Background: an optimization exercise with open tools, aiming at small area and few clock cycles per item. Do not read the settings as production practice.
In this exercise RTL edits were held to simulation tests only and were not proved equivalent to the original.
Power figures rest on the tool's default switching activity, not on a simulated workload.

==> design.v <==
`default_nettype none
parameter XLEN = 32;                     
parameter INST_WIDTH = 32;               
parameter REG_ADDR_WIDTH = 5;            
parameter NUM_REGS = 32;                 
parameter BASERAM_BASE = 32'h80000000;   
parameter EXTRAM_BASE  = 32'h80400000;   
parameter OUTPUT_ADDR  = 32'h80300000;   
parameter UART_BASE    = 32'h10000000;   
parameter SRAM_ADDR_WIDTH = 20;          
parameter SRAM_DATA_WIDTH = 32;          
parameter BTB_SIZE = 64;               
parameter BTB_INDEX_WIDTH = 6;          
typedef enum logic [6:0] {
    OP_LUI    = 7'b0110111,   
    OP_AUIPC  = 7'b0010111,   
    OP_JAL    = 7'b1101111,   
    OP_JALR   = 7'b1100111,   
    OP_BRANCH = 7'b1100011,   
    OP_LOAD   = 7'b0000011,   
    OP_STORE  = 7'b0100011,   
    OP_IMM    = 7'b0010011,   
    OP_REG    = 7'b0110011,   
    OP_FENCE  = 7'b0001111,   
    OP_SYSTEM = 7'b1110011    
} opcode_t;
typedef enum logic [3:0] {
    ALU_ADD  = 4'b0000,
    ALU_SUB  = 4'b0001,
    ALU_SLL  = 4'b0010,
    ALU_SLT  = 4'b0011,
    ALU_SLTU = 4'b0100,
    ALU_XOR  = 4'b0101,
    ALU_SRL  = 4'b0110,
    ALU_SRA  = 4'b0111,
    ALU_OR   = 4'b1000,
    ALU_AND  = 4'b1001,
    ALU_LUI  = 4'b1010,
    ALU_AUIPC= 4'b1011,
    ALU_NONE = 4'b1111
} alu_op_t;
typedef enum logic [2:0] {
    BR_NONE = 3'b000,
    BR_EQ   = 3'b001,   
    BR_NE   = 3'b010,   
    BR_LT   = 3'b011,   
    BR_GE   = 3'b100,   
    BR_LTU  = 3'b101,   
    BR_GEU  = 3'b110    
} branch_t;
typedef enum logic [1:0] {
    MEM_BYTE = 2'b00,
    MEM_HALF = 2'b01,
    MEM_WORD = 2'b10
} mem_width_t;
parameter CSR_MSTATUS   = 12'h300;   
parameter CSR_MIE       = 12'h304;   
parameter CSR_MTVEC     = 12'h305;   
parameter CSR_MSCRATCH  = 12'h340;   
parameter CSR_MEPC      = 12'h341;   
parameter CSR_MCAUSE    = 12'h342;   
parameter CSR_MTVAL     = 12'h343;   
parameter CSR_MIP       = 12'h344;   
parameter CSR_PMPCFG0   = 12'h3A0;   
parameter CSR_PMPADDR0  = 12'h3B0;   
parameter CSR_MHARTID   = 12'hF14;   
parameter CSR_MEDELEG   = 12'h302;   
parameter CSR_MIDELEG   = 12'h303;   
parameter CSR_SATP      = 12'h180;   
parameter CSR_SSTATUS   = 12'h100;   
parameter CSR_SIE       = 12'h104;   
parameter CSR_STVEC     = 12'h105;   
parameter CSR_SSCRATCH  = 12'h140;   
parameter CSR_SEPC      = 12'h141;   
parameter CSR_SCAUSE    = 12'h142;   
parameter CSR_STVAL     = 12'h143;   
parameter CSR_SIP       = 12'h144;   
parameter SSTATUS_SIE_BIT  = 1;    
parameter SSTATUS_SPIE_BIT = 5;    
parameter SSTATUS_SPP_BIT  = 8;    
parameter SSTATUS_SUM_BIT  = 18;   
parameter CSR_TIME      = 12'hC01;   
parameter CSR_TIMEH     = 12'hC81;   
typedef enum logic [2:0] {
    CSR_OP_NONE  = 3'b000,   
    CSR_OP_RW    = 3'b001,   
    CSR_OP_RS    = 3'b010,   
    CSR_OP_RC    = 3'b011,   
    CSR_OP_RWI   = 3'b101,   
    CSR_OP_RSI   = 3'b110,   
    CSR_OP_RCI   = 3'b111    
} csr_op_t;
parameter EX_INST_MISALIGN    = 32'd0;    
parameter EX_INST_FAULT       = 32'd1;    
parameter EX_ILLEGAL_INST     = 32'd2;    
parameter EX_BREAKPOINT       = 32'd3;    
parameter EX_LOAD_MISALIGN    = 32'd4;    
parameter EX_LOAD_FAULT       = 32'd5;    
parameter EX_STORE_MISALIGN   = 32'd6;    
parameter EX_STORE_FAULT      = 32'd7;    
parameter EX_ECALL_U          = 32'd8;    
parameter EX_ECALL_S          = 32'd9;    
parameter EX_ECALL_M          = 32'd11;   
parameter EX_INST_PAGE_FAULT  = 32'd12;   
parameter EX_LOAD_PAGE_FAULT  = 32'd13;   
parameter EX_STORE_PAGE_FAULT = 32'd15;   
parameter INT_M_SOFT          = 32'h80000003;   
parameter INT_M_TIMER         = 32'h80000007;   
parameter INT_M_EXT           = 32'h8000000B;   
parameter MSTATUS_MIE_BIT     = 3;    
parameter MSTATUS_MPIE_BIT    = 7;    
parameter MSTATUS_MPP_LO      = 11;   
parameter MSTATUS_MPP_HI      = 12;   
parameter MSTATUS_SUM_BIT     = 18;   
parameter MIE_SSIE_BIT        = 1;    
parameter MIE_STIE_BIT        = 5;    
parameter MIE_SEIE_BIT        = 9;    
parameter MIE_MTIE_BIT        = 7;    
parameter MIP_SSIP_BIT        = 1;    
parameter MIP_STIP_BIT        = 5;    
parameter MIP_SEIP_BIT        = 9;    
parameter MIP_MTIP_BIT        = 7;    
parameter INT_S_SOFT          = 32'h80000001;   
parameter INT_S_TIMER         = 32'h80000005;   
parameter INT_S_EXT           = 32'h80000009;   
parameter PRIV_U = 2'b00;   
parameter PRIV_S = 2'b01;   
parameter PRIV_M = 2'b11;   
module tlb #(
    parameter ENTRIES = 8,  
    parameter INDEX_WIDTH = 3  
) (
    input  wire logic        clk,
    input  wire logic        rst,
    input  wire logic [31:0] vaddr_i,           
    input  wire logic        lookup_req_i,       
    output logic             hit_o,              
    output logic [31:0]      paddr_o,            
    output logic [6:0]       perm_o,             
    output logic             is_superpage_o,     
    input  wire logic        fill_req_i,         
    input  wire logic [19:0] fill_vpn_i,         
    input  wire logic [21:0] fill_ppn_i,         
    input  wire logic [6:0]  fill_perm_i,        
    input  wire logic        fill_superpage_i,   
    input  wire logic        flush_all_i,        
    input  wire logic        flush_vpn_i,        
    input  wire logic [19:0] flush_vpn_addr_i    
);
    logic       valid [0:ENTRIES-1];
    logic       superpage [0:ENTRIES-1];
    logic [9:0] vpn1 [0:ENTRIES-1];
    logic [9:0] vpn0 [0:ENTRIES-1];
    logic [21:0] ppn [0:ENTRIES-1];
    logic [6:0] perm [0:ENTRIES-1];
    logic [INDEX_WIDTH-1:0] next_fill_idx;
    wire [9:0] lookup_vpn1 = vaddr_i[31:22];
    wire [9:0] lookup_vpn0 = vaddr_i[21:12];
    wire [11:0] page_offset = vaddr_i[11:0];
    logic [ENTRIES-1:0] entry_match;
    logic [INDEX_WIDTH-1:0] hit_idx;
    always_comb begin
        entry_match = '0;
        for (int i = 0; i < ENTRIES; i = i + 1) begin
            if (valid[i]) begin
                if (superpage[i]) begin
                    entry_match[i] = (vpn1[i] == lookup_vpn1);
                end else begin
                    entry_match[i] = (vpn1[i] == lookup_vpn1) && (vpn0[i] == lookup_vpn0);
                end
            end
        end
    end
    always_comb begin
        hit_o = |entry_match;
        hit_idx = '0;
        for (int i = ENTRIES-1; i >= 0; i = i - 1) begin
            if (entry_match[i]) begin
                hit_idx = i[INDEX_WIDTH-1:0];
            end
        end
    end
    always_comb begin
        paddr_o = 32'h0;
        perm_o = 7'h0;
        is_superpage_o = 1'b0;
        if (hit_o) begin
            perm_o = perm[hit_idx];
            is_superpage_o = superpage[hit_idx];
            if (superpage[hit_idx]) begin
                paddr_o = {ppn[hit_idx][21:10], lookup_vpn0, page_offset};
            end else begin
                paddr_o = {ppn[hit_idx], page_offset};
            end
        end
    end
    integer j;
    always_ff @(posedge clk or posedge rst) begin
        if (rst) begin
            for (j = 0; j < ENTRIES; j = j + 1) begin
                valid[j] <= 1'b0;
            end
            next_fill_idx <= '0;
        end else if (flush_all_i) begin
            for (j = 0; j < ENTRIES; j = j + 1) begin
                valid[j] <= 1'b0;
            end
        end else if (flush_vpn_i) begin
            for (j = 0; j < ENTRIES; j = j + 1) begin
                if (valid[j]) begin
                    if (superpage[j]) begin
                        if (vpn1[j] == flush_vpn_addr_i[19:10]) begin
                            valid[j] <= 1'b0;
                        end
                    end else begin
                        if ({vpn1[j], vpn0[j]} == flush_vpn_addr_i) begin
                            valid[j] <= 1'b0;  
                        end
                    end
                end
            end
        end else if (fill_req_i) begin
            valid[next_fill_idx]     <= 1'b1;
            superpage[next_fill_idx] <= fill_superpage_i;
            vpn1[next_fill_idx]      <= fill_vpn_i[19:10];
            vpn0[next_fill_idx]      <= fill_vpn_i[9:0];
            ppn[next_fill_idx]       <= fill_ppn_i;
            perm[next_fill_idx]      <= fill_perm_i;
            next_fill_idx <= next_fill_idx + 1'b1;
        end
    end
endmodule
module mmu (
    input  wire logic        clk,
    input  wire logic        rst,
    input  wire logic [31:0] satp,               
    input  wire logic        paging_enabled,     
    input  wire logic [1:0]  priv_mode,          
    input  wire logic        mstatus_sum,        
    input  wire logic [31:0] vaddr,              
    input  wire logic        translate_req,      
    input  wire logic        is_write,           
    input  wire logic        is_execute,         
    output logic [31:0]      paddr,              
    output logic             translate_done,     
    output logic             page_fault,         
    output logic [3:0]       fault_type,         
    output logic [31:0]      ptw_addr,           
    output logic             ptw_req,            
    input  wire logic [31:0] ptw_data,           
    input  wire logic        ptw_ack,            
    input  wire logic        flush_all,          
    input  wire logic        flush_vpn,          
    input  wire logic [19:0] flush_vpn_addr      
);
    localparam PTE_V = 0;   
    localparam PTE_R = 1;   
    localparam PTE_W = 2;   
    localparam PTE_X = 3;   
    localparam PTE_U = 4;   
    localparam PTE_G = 5;   
    localparam PTE_A = 6;   
    localparam PTE_D = 7;   
    localparam FAULT_INST_PAGE  = 4'd12;
    localparam FAULT_LOAD_PAGE  = 4'd13;
    localparam FAULT_STORE_PAGE = 4'd15;
    typedef enum logic [1:0] {
        IDLE,
        LEVEL1_WAIT,     
        LEVEL2_WAIT,     
        FAULT            
    } state_t;
    state_t state, next_state;
    logic [31:0] saved_vaddr;        
    logic        saved_is_write;
    logic        saved_is_execute;
    logic [1:0]  saved_priv_mode;    
    logic        saved_mstatus_sum;  
    logic [31:0] pte_reg;            
    wire [21:0] ppn = pte_reg[31:10];   
    wire [9:0] vpn1 = saved_vaddr[31:22];   
    wire [9:0] vpn0 = saved_vaddr[21:12];   
    wire [11:0] page_offset = saved_vaddr[11:0];
    wire [21:0] satp_ppn = satp[21:0];
    wire is_clint = (vaddr[31:20] == 12'h020);
    wire is_uart  = (vaddr[31:16] == 16'h1000);
    wire is_sram_addr = !(is_clint || is_uart);
    always_ff @(posedge clk or posedge rst) begin
        if (rst) begin
            state <= IDLE;
            saved_vaddr <= 32'h0;
            saved_is_write <= 1'b0;
            saved_is_execute <= 1'b0;
            saved_priv_mode <= 2'b11;   
            saved_mstatus_sum <= 1'b0;
            pte_reg <= 32'h0;
        end else begin
            state <= next_state;
            case (state)
                IDLE: begin
                    if (translate_req && paging_enabled) begin
                        if (!tlb_hit || !tlb_perm_ok) begin
                            saved_vaddr <= vaddr;
                            saved_is_write <= is_write;
                            saved_is_execute <= is_execute;
                            saved_priv_mode <= priv_mode;
                            saved_mstatus_sum <= mstatus_sum;
                        end
                    end
                end
                LEVEL1_WAIT: begin
                    if (ptw_ack) begin
                        pte_reg <= ptw_data;
                    end
                end
                LEVEL2_WAIT: begin
                    if (ptw_ack) begin
                        pte_reg <= ptw_data;
                    end
                end
                default: ;
            endcase
        end
    end
    function automatic logic check_pte_perm(
        input logic [31:0] pte,
        input logic [1:0]  priv,
        input logic        is_wr,
        input logic        is_exec,
        input logic        sum_bit
    );
        logic ok;
        ok = 1'b1;
        if (pte[PTE_W] && !pte[PTE_R])
            ok = 1'b0;
        if (priv == PRIV_U && !pte[PTE_U])
            ok = 1'b0;
        if (!is_wr && !is_exec && !pte[PTE_R])
            ok = 1'b0;
        if (is_wr && !pte[PTE_W])
            ok = 1'b0;
        if (is_exec && !pte[PTE_X])
            ok = 1'b0;
        check_pte_perm = ok;
    endfunction
    logic        tlb_hit;
    logic [31:0] tlb_paddr;
    logic [6:0]  tlb_perm;
    logic        tlb_superpage;
    logic        tlb_fill_req;
    logic [21:0] tlb_fill_ppn;        
    logic [6:0]  tlb_fill_perm;       
    logic        tlb_fill_superpage;  
    logic        tlb_perm_ok;
    tlb u_tlb (
        .clk(clk),
        .rst(rst),
        .vaddr_i(vaddr),
        .lookup_req_i(translate_req && paging_enabled),
        .hit_o(tlb_hit),
        .paddr_o(tlb_paddr),
        .perm_o(tlb_perm),
        .is_superpage_o(tlb_superpage),
        .fill_req_i(tlb_fill_req),
        .fill_vpn_i(saved_vaddr[31:12]),
        .fill_ppn_i(tlb_fill_ppn),
        .fill_perm_i(tlb_fill_perm),
        .fill_superpage_i(tlb_fill_superpage),
        .flush_all_i(flush_all),
        .flush_vpn_i(flush_vpn),
        .flush_vpn_addr_i(flush_vpn_addr)
    );
    always_comb begin
        tlb_perm_ok = 1'b1;
        if (tlb_hit) begin
            if (tlb_perm[1] && !tlb_perm[0])  
                tlb_perm_ok = 1'b0;
            if (priv_mode == PRIV_U && !tlb_perm[3])  
                tlb_perm_ok = 1'b0;
            if (!is_write && !is_execute && !tlb_perm[0])  
                tlb_perm_ok = 1'b0;
            if (is_write && !tlb_perm[1])  
                tlb_perm_ok = 1'b0;
            if (is_execute && !tlb_perm[2])  
                tlb_perm_ok = 1'b0;
        end
    end
    always_comb begin
        next_state = state;
        ptw_addr = 32'h0;
        ptw_req = 1'b0;
        paddr = 32'h0;
        translate_done = 1'b0;
        page_fault = 1'b0;
        fault_type = 4'h0;
        tlb_fill_req = 1'b0;
        tlb_fill_ppn = 22'h0;
        tlb_fill_perm = 7'h0;
        tlb_fill_superpage = 1'b0;
        case (state)
            IDLE: begin
                if (translate_req) begin
                    if (!paging_enabled || !is_sram_addr) begin
                        paddr = vaddr;
                        translate_done = 1'b1;
                    end else begin
                        if (tlb_hit && tlb_perm_ok) begin
                            paddr = tlb_paddr;
                            translate_done = 1'b1;
                        end else if (tlb_hit && !tlb_perm_ok) begin
                            page_fault = 1'b1;
                            translate_done = 1'b1;
                            if (is_execute) fault_type = FAULT_INST_PAGE;
                            else if (is_write) fault_type = FAULT_STORE_PAGE;
                            else fault_type = FAULT_LOAD_PAGE;
                        end else begin
                            ptw_addr = {satp_ppn, 12'b0} + {20'b0, vaddr[31:22], 2'b0};
                            ptw_req = 1'b1;
                            next_state = LEVEL1_WAIT;
                        end
                    end
                end
            end
            LEVEL1_WAIT: begin
                if (ptw_ack) begin
                    if (!ptw_data[PTE_V]) begin
                        next_state = FAULT;
                    end else if (ptw_data[PTE_R] | ptw_data[PTE_X]) begin
                        if (ptw_data[19:10] != 10'b0) begin
                            next_state = FAULT;
                        end else if (!check_pte_perm(ptw_data, saved_priv_mode, saved_is_write, saved_is_execute, saved_mstatus_sum)) begin
                            next_state = FAULT;
                        end else begin
                            paddr = {ptw_data[31:20], vpn0, page_offset};
                            translate_done = 1'b1;
                            tlb_fill_req = 1'b1;
                            tlb_fill_ppn = ptw_data[31:10];
                            tlb_fill_perm = {ptw_data[PTE_D], ptw_data[PTE_A], ptw_data[PTE_G],
                                             ptw_data[PTE_U], ptw_data[PTE_X], ptw_data[PTE_W], ptw_data[PTE_R]};
                            tlb_fill_superpage = 1'b1;
                            next_state = IDLE;
                        end
                    end else begin
                        ptw_addr = {ptw_data[31:10], 12'b0} + {20'b0, vpn0, 2'b0};
                        ptw_req = 1'b1;
                        next_state = LEVEL2_WAIT;
                    end
                end else begin
                    ptw_addr = {satp_ppn, 12'b0} + {20'b0, vpn1, 2'b0};
                    ptw_req = 1'b1;
                end
            end
            LEVEL2_WAIT: begin
                if (ptw_ack) begin
                    if (!ptw_data[PTE_V]) begin
                        next_state = FAULT;
                    end else if (!(ptw_data[PTE_R] | ptw_data[PTE_X])) begin
                        next_state = FAULT;
                    end else if (!check_pte_perm(ptw_data, saved_priv_mode, saved_is_write, saved_is_execute, saved_mstatus_sum)) begin
                        next_state = FAULT;
                    end else begin
                        paddr = {ptw_data[31:10], page_offset};
                        translate_done = 1'b1;
                        tlb_fill_req = 1'b1;
                        tlb_fill_ppn = ptw_data[31:10];
                        tlb_fill_perm = {ptw_data[PTE_D], ptw_data[PTE_A], ptw_data[PTE_G],
                                         ptw_data[PTE_U], ptw_data[PTE_X], ptw_data[PTE_W], ptw_data[PTE_R]};
                        tlb_fill_superpage = 1'b0;
                        next_state = IDLE;
                    end
                end else begin
                    ptw_addr = {ppn, 12'b0} + {20'b0, vpn0, 2'b0};
                    ptw_req = 1'b1;
                end
            end
            FAULT: begin
                page_fault = 1'b1;
                translate_done = 1'b1;
                if (saved_is_execute) begin
                    fault_type = FAULT_INST_PAGE;
                end else if (saved_is_write) begin
                    fault_type = FAULT_STORE_PAGE;
                end else begin
                    fault_type = FAULT_LOAD_PAGE;
                end
                next_state = IDLE;
            end
            default: next_state = IDLE;
        endcase
    end
endmodule
==> run.sh <==
#!/bin/bash
# synth_recipe.tcl (not shown) runs the flow's synth.tcl, then flattens the netlist and writes it again
# the make line also repeats each setting of config.mk as NAME=value (left out here)
make -C /OpenROAD-flow-scripts/flow DESIGN_CONFIG=/design/flow/config.mk WORK_HOME=/design/flow/orfs CLKGATE_MAP_FILE= SYNTH_SCRIPT=/design/flow/synth_recipe.tcl finish
==> config.mk <==
export PLATFORM = sky130hd
export DESIGN_NAME = mmu
export DESIGN_NICKNAME = mmu
export VERILOG_FILES = /design/flow/design.v
export SDC_FILE = /design/flow/constraint.sdc
export NUM_CORES = 4
export LEC_CHECK = 0
export CAP_MARGIN = 20
export CORE_MARGIN = 2
export CORE_UTILIZATION = 40
export SLEW_MARGIN = 20
==> constraint.sdc <==
create_clock -name core_clock -period 8.0 [get_ports {clk}]
set_input_delay 1.6000 -clock core_clock [delete_from_list [all_inputs] [get_ports {clk}]]
set_output_delay 1.6000 -clock core_clock [all_outputs]
set_load 0.01 [all_outputs]
==> results by group <==
Routing
  – Post-Route WL: 67200 µm
  – Initial DRC Count: 1465
  – Routed length per placed instance: 26.8 µm
  – Vias per cell: 5.81
  – ANT nets after route: 0
  – Via count: 14553
  – Drt drc: 0
  – First drt pass iteration count: 5

Critical path
  – CP endpoint kind: primary output
  – CP Max Fanout: 11
  – WS Path Type: input port to primary output
  – Critical path buffers and inverters: 5
  – Cell Chain, Critical Path: clkdlybuf4s50_1 -> buf_4 -> xor2_1 -> nor4_1 -> a41oi_2 -> nor2_1 -> nand2_1 -> o21a_2 -> buf_4 -> nand3_1 -> nor2_1 -> o2bb2ai_2 -> nand3_4 -> o31ai_4 -> buf_12 -> a221o_1 -> clkdlybuf4s50_1
  – Worst Path Arrival: 6.24 ns
  – Crit-path leading delay family: buffers and inverters
  – Data required, critical path: 6.40 ns
  – CP max-delay cell: clkdlybuf4s50_1
  – Startpoint types: input port
  – CP peak stage delay: 0.61 ns

Clock tree
  – CTS Hold Bufs: 0
  – CTS tree: built
  – Htree depth: 2
  – Longest Clk Path Bufs: 3
  – Worst skew pair latency: 0.62 ns
  – Clock Root Buffer: clkbuf_16
  – Clk sinks: 429
  – CTS buffer count: 47
  – CTS clock-pin slew for the worst setup and hold paths: 0.06 ns
  – # Post-CTS Setup Buffers: 0

Timing
  – Final worst path period share: 0.980
  – Fin. max-slew vios: 0
  – Clock skew: 0.0345 ns
  – Hold Violations, Final: 0
  – Setup Total Neg Slack: 0 ns
  – Worst slew pin tran: 1.02 ns
  – Fmax: 128 MHz
  – Setup ws final: 0.161 ns
  – Min Tclk post-route: 7.84 ns
  – RSZ-0062 raised after global routing: false
  – Max-slew headroom: 0.313
  – # setup viols final: 0

Placement
  – GP Congestion: 0.901
  – Pre-CTS setup slack: -0.138 ns
  – Placed instance count: 2416
  – Buffers on Ports: 176
  – Dpl hpwl: 46500 µm

Power
  – Switching Power: 0.00175 W
  – Cell Int Power: 0.00462 W
  – Clk network pwr share: 0.366
  – Combinational Power Share: 0.161
  – Worst vdd ir: 0.000156 V
  – P per Cell Area: 248 nW/µm²
  – Switching Fraction: 0.275
  – Sequential share of power: 0.474
  – Static Leakage: 8.73 nW

Final layout
  – Layout net count: 1925
  – Synthesis-to-layout area growth: 22.5%
  – ANT cells: 0
  – Biggest register: u_tlb.ppn
  – Register area: 12500 µm²
  – # fillers: 4500
  – Final Non-Filler Cells: 2504
  – Max FFs per register: 160
  – Area of the multi-input gates: 7940 µm²
  – Biggest regs: u_tlb.ppn (160), u_tlb.vpn0 (80), u_tlb.vpn1 (80)
  – Share of cells above drive strength 1: 0.152

Yosys
  – Synth Area per Inst: 13.4 µm²
  – Netlist cell types: 79
  – Post-Syn Area: 20900 µm²
  – Top cell type's share of synthesized area: 0.516
  – Commonest cells in the netlist: edfxtp_1, xnor2_1, xor2_1, o21ai_0, a22oi_1
  – Area contributors post-synth: edfxtp_1, dfrtp_1, xnor2_1, xor2_1, a22oi_1
  – Most frequent cell after synthesis: edfxtp_1
  – Seq/Total Area, Yosys: 0.599
  – Async S/R FF share, synth: 0.161
  – Post-synthesis register bit count: 429
  – Synth Instances: 1564
  – Number of enable flip-flop cells after synthesis: 360
  – YS warnings: 8
  – Primary FF master, synth: edfxtp_1
  – Yosys top cell by area: edfxtp_1

Global routing
  – Largest net degree at the start of global routing: 45
  – Total GRT Usage: 0.248
  – First-pass GRT wire length: 97400 µm
  – Global route overflow: 0
  – Initial antenna violation count: 1
  – Vias in the first global route: 14644

Floorplan
  – Std-Cell Rows: 83
  – DIE WIDTH: 233 µm
  – Total Die Area: 54200 µm²
  – Io pins: 199
  – Initial core utilization: 0.407
  – Core footprint: 51500 µm²
  – Die height: 233 µm

Run
  – # Max-Cap Violations: 0

Outcome
  – Status: no timing/DRC/antenna violations

Min path
  – Worst hold path type: flop to flop
[cell families (layout without fill, tap and decap cells)]
logic type | Yosys count | count (layout) | share of synthesized area
xor+xnor | 321 | 321 | 0.134
mux | 80 | 80 | 0.0472
simple gates | 316 | 316 | 0.0833
fa+ha+maj | 12 | 12 | 0.00717
compound gates | 293 | 293 | 0.103
other cells | 1 | 2 | 0.000179
flops | 429 | 429 | 0.599
buf+inv | 112 | 371 | 0.0265
[power by group through the flow]
stage	logic [W]	clock network [W]	registers [W]
final	0.00102	0.00233	0.00302
after global routing	0.00109	0.00244	0.00303
after CTS	0.00102	0.00235	0.00301
after detailed placement	0.00102	0	0.00305
after global placement	0.00100	0	0.00304
after floorplan	0.000616	0	0.00286
[routing by layer]
layer / share of wire / vias to the layer above / global-route usage
li1: - / 6390 / -
met4: 0.036 / 0 / 0.0957
met3: 0.074 / 151 / 0.0418
met1: 0.41 / 7371 / 0.324
met5: 0 / - / 0
met2: 0.48 / 641 / 0.412
[worst paths after layout]
| kind | startpoint | end | slack, ns | cells after the start |
|---|---|---|---|---|
| max | vaddr[16] | paddr[17] | 0.16 | 17 |
| min | pte_reg[11] | pte_reg[11] | 0.51 | 1 |
| max reg2reg | u_tlb.vpn1[3][9] | saved_vaddr[9] | 3.61 | 14 |
| min reg2reg | pte_reg[11] | pte_reg[11] | 0.51 | 1 |
| max in group asynchronous | rst | pte_reg[26] | 5.33 | 3 |
| min in group asynchronous | rst | u_tlb.valid[6] | 1.51 | 2 |
[cells in the final DEF (no fill, tap or decap), types with 12 or more instances in the layout]
master	Yosys	routed
edfxtp_1	360	360
xnor2_1	190	190
clkdlybuf4s50_1	0	170
xor2_1	131	131
buf_4	11	81
o21ai_0	72	69
a22oi_1	69	69
dfrtp_1	67	67
nand2_1	52	52
clkbuf_16	0	48
nor4_1	46	44
nand4_1	43	43
mux2_2	38	38
nand3_1	34	34
nor2_1	36	34
mux2_4	28	28
a21oi_1	29	27
and2_1	30	25
nor3_1	23	21
a222oi_1	19	19
a22o_1	15	15
inv_1	15	14
mux2i_1	14	14
clkbuf_1	62	14
a41oi_1	14	12
ha_1	12	12
[what timing repair did]
item	in CTS	in global routing
gates resized for setup	4	15
pin swaps	0	2
setup endpoints to repair	21	34
[worst reg2reg max path, delay by kind of cell (launching register included)]
kind	cells	cell delay (ns)
flip-flops	1	0.42
AO/OA/AOI/OAI	5	1.56
multiplexers	1	0.35
AND/OR/NAND/NOR	5	1.22
buffers and inverters	2	0.47
XOR/XNOR	1	0.24
[metrics by stage]
step                utilization  hold WS (ns)  power (W)  instance area [µm²]
floorplan                     -         0.478    0.00347                20900
global placement          0.464         0.491    0.00405                23900
detailed placement        0.464         0.492    0.00407                23900
CTS                       0.497         0.511    0.00639                25600
global route              0.498         0.524    0.00656                25700
finish                    0.498         0.510    0.00637                25700
[final cells by class]
cell class / count / area share
tap: 680 / 0.0332
multi-input combinational: 1024 / 0.309
clock inverter: 17 / 0.0121
sequential: 429 / 0.489
clock buffer: 71 / 0.0537
inverter: 15 / 0.00219
timing repair buffer: 268 / 0.101
Testbench counts, summed over its fixed seeds: cycles 33,818, items 16,000.

[re-timing with driven ports]
The flow's constraints put no driver on any port. The routed layout listed below was extracted and timed again, unchanged, in two steps. Step 1 sets driving cells, clkbuf_16 on the clock port and buf_2 on the other inputs (assumed; they add their load-dependent delay and slew). Step 2 adds t to the input delays and takes it off the output delays; t is the mean of the earliest and latest rising clock arrival at the registers after step 1. Input paths then give back, and output paths get back, about the clock's delay inside the block. a / b / c = ideal ports / drivers / drivers and shift; a / b = the first two.
shift t [ns]: 0.653
setup slack, ns: 0.161 / 0.128 / 0.128
worst slew at a driven data input, ns: 0.06
After both steps this run still meets setup and hold. The setup slack of this run moves by -0.033 ns with the drivers and by -0.033 ns with both steps.
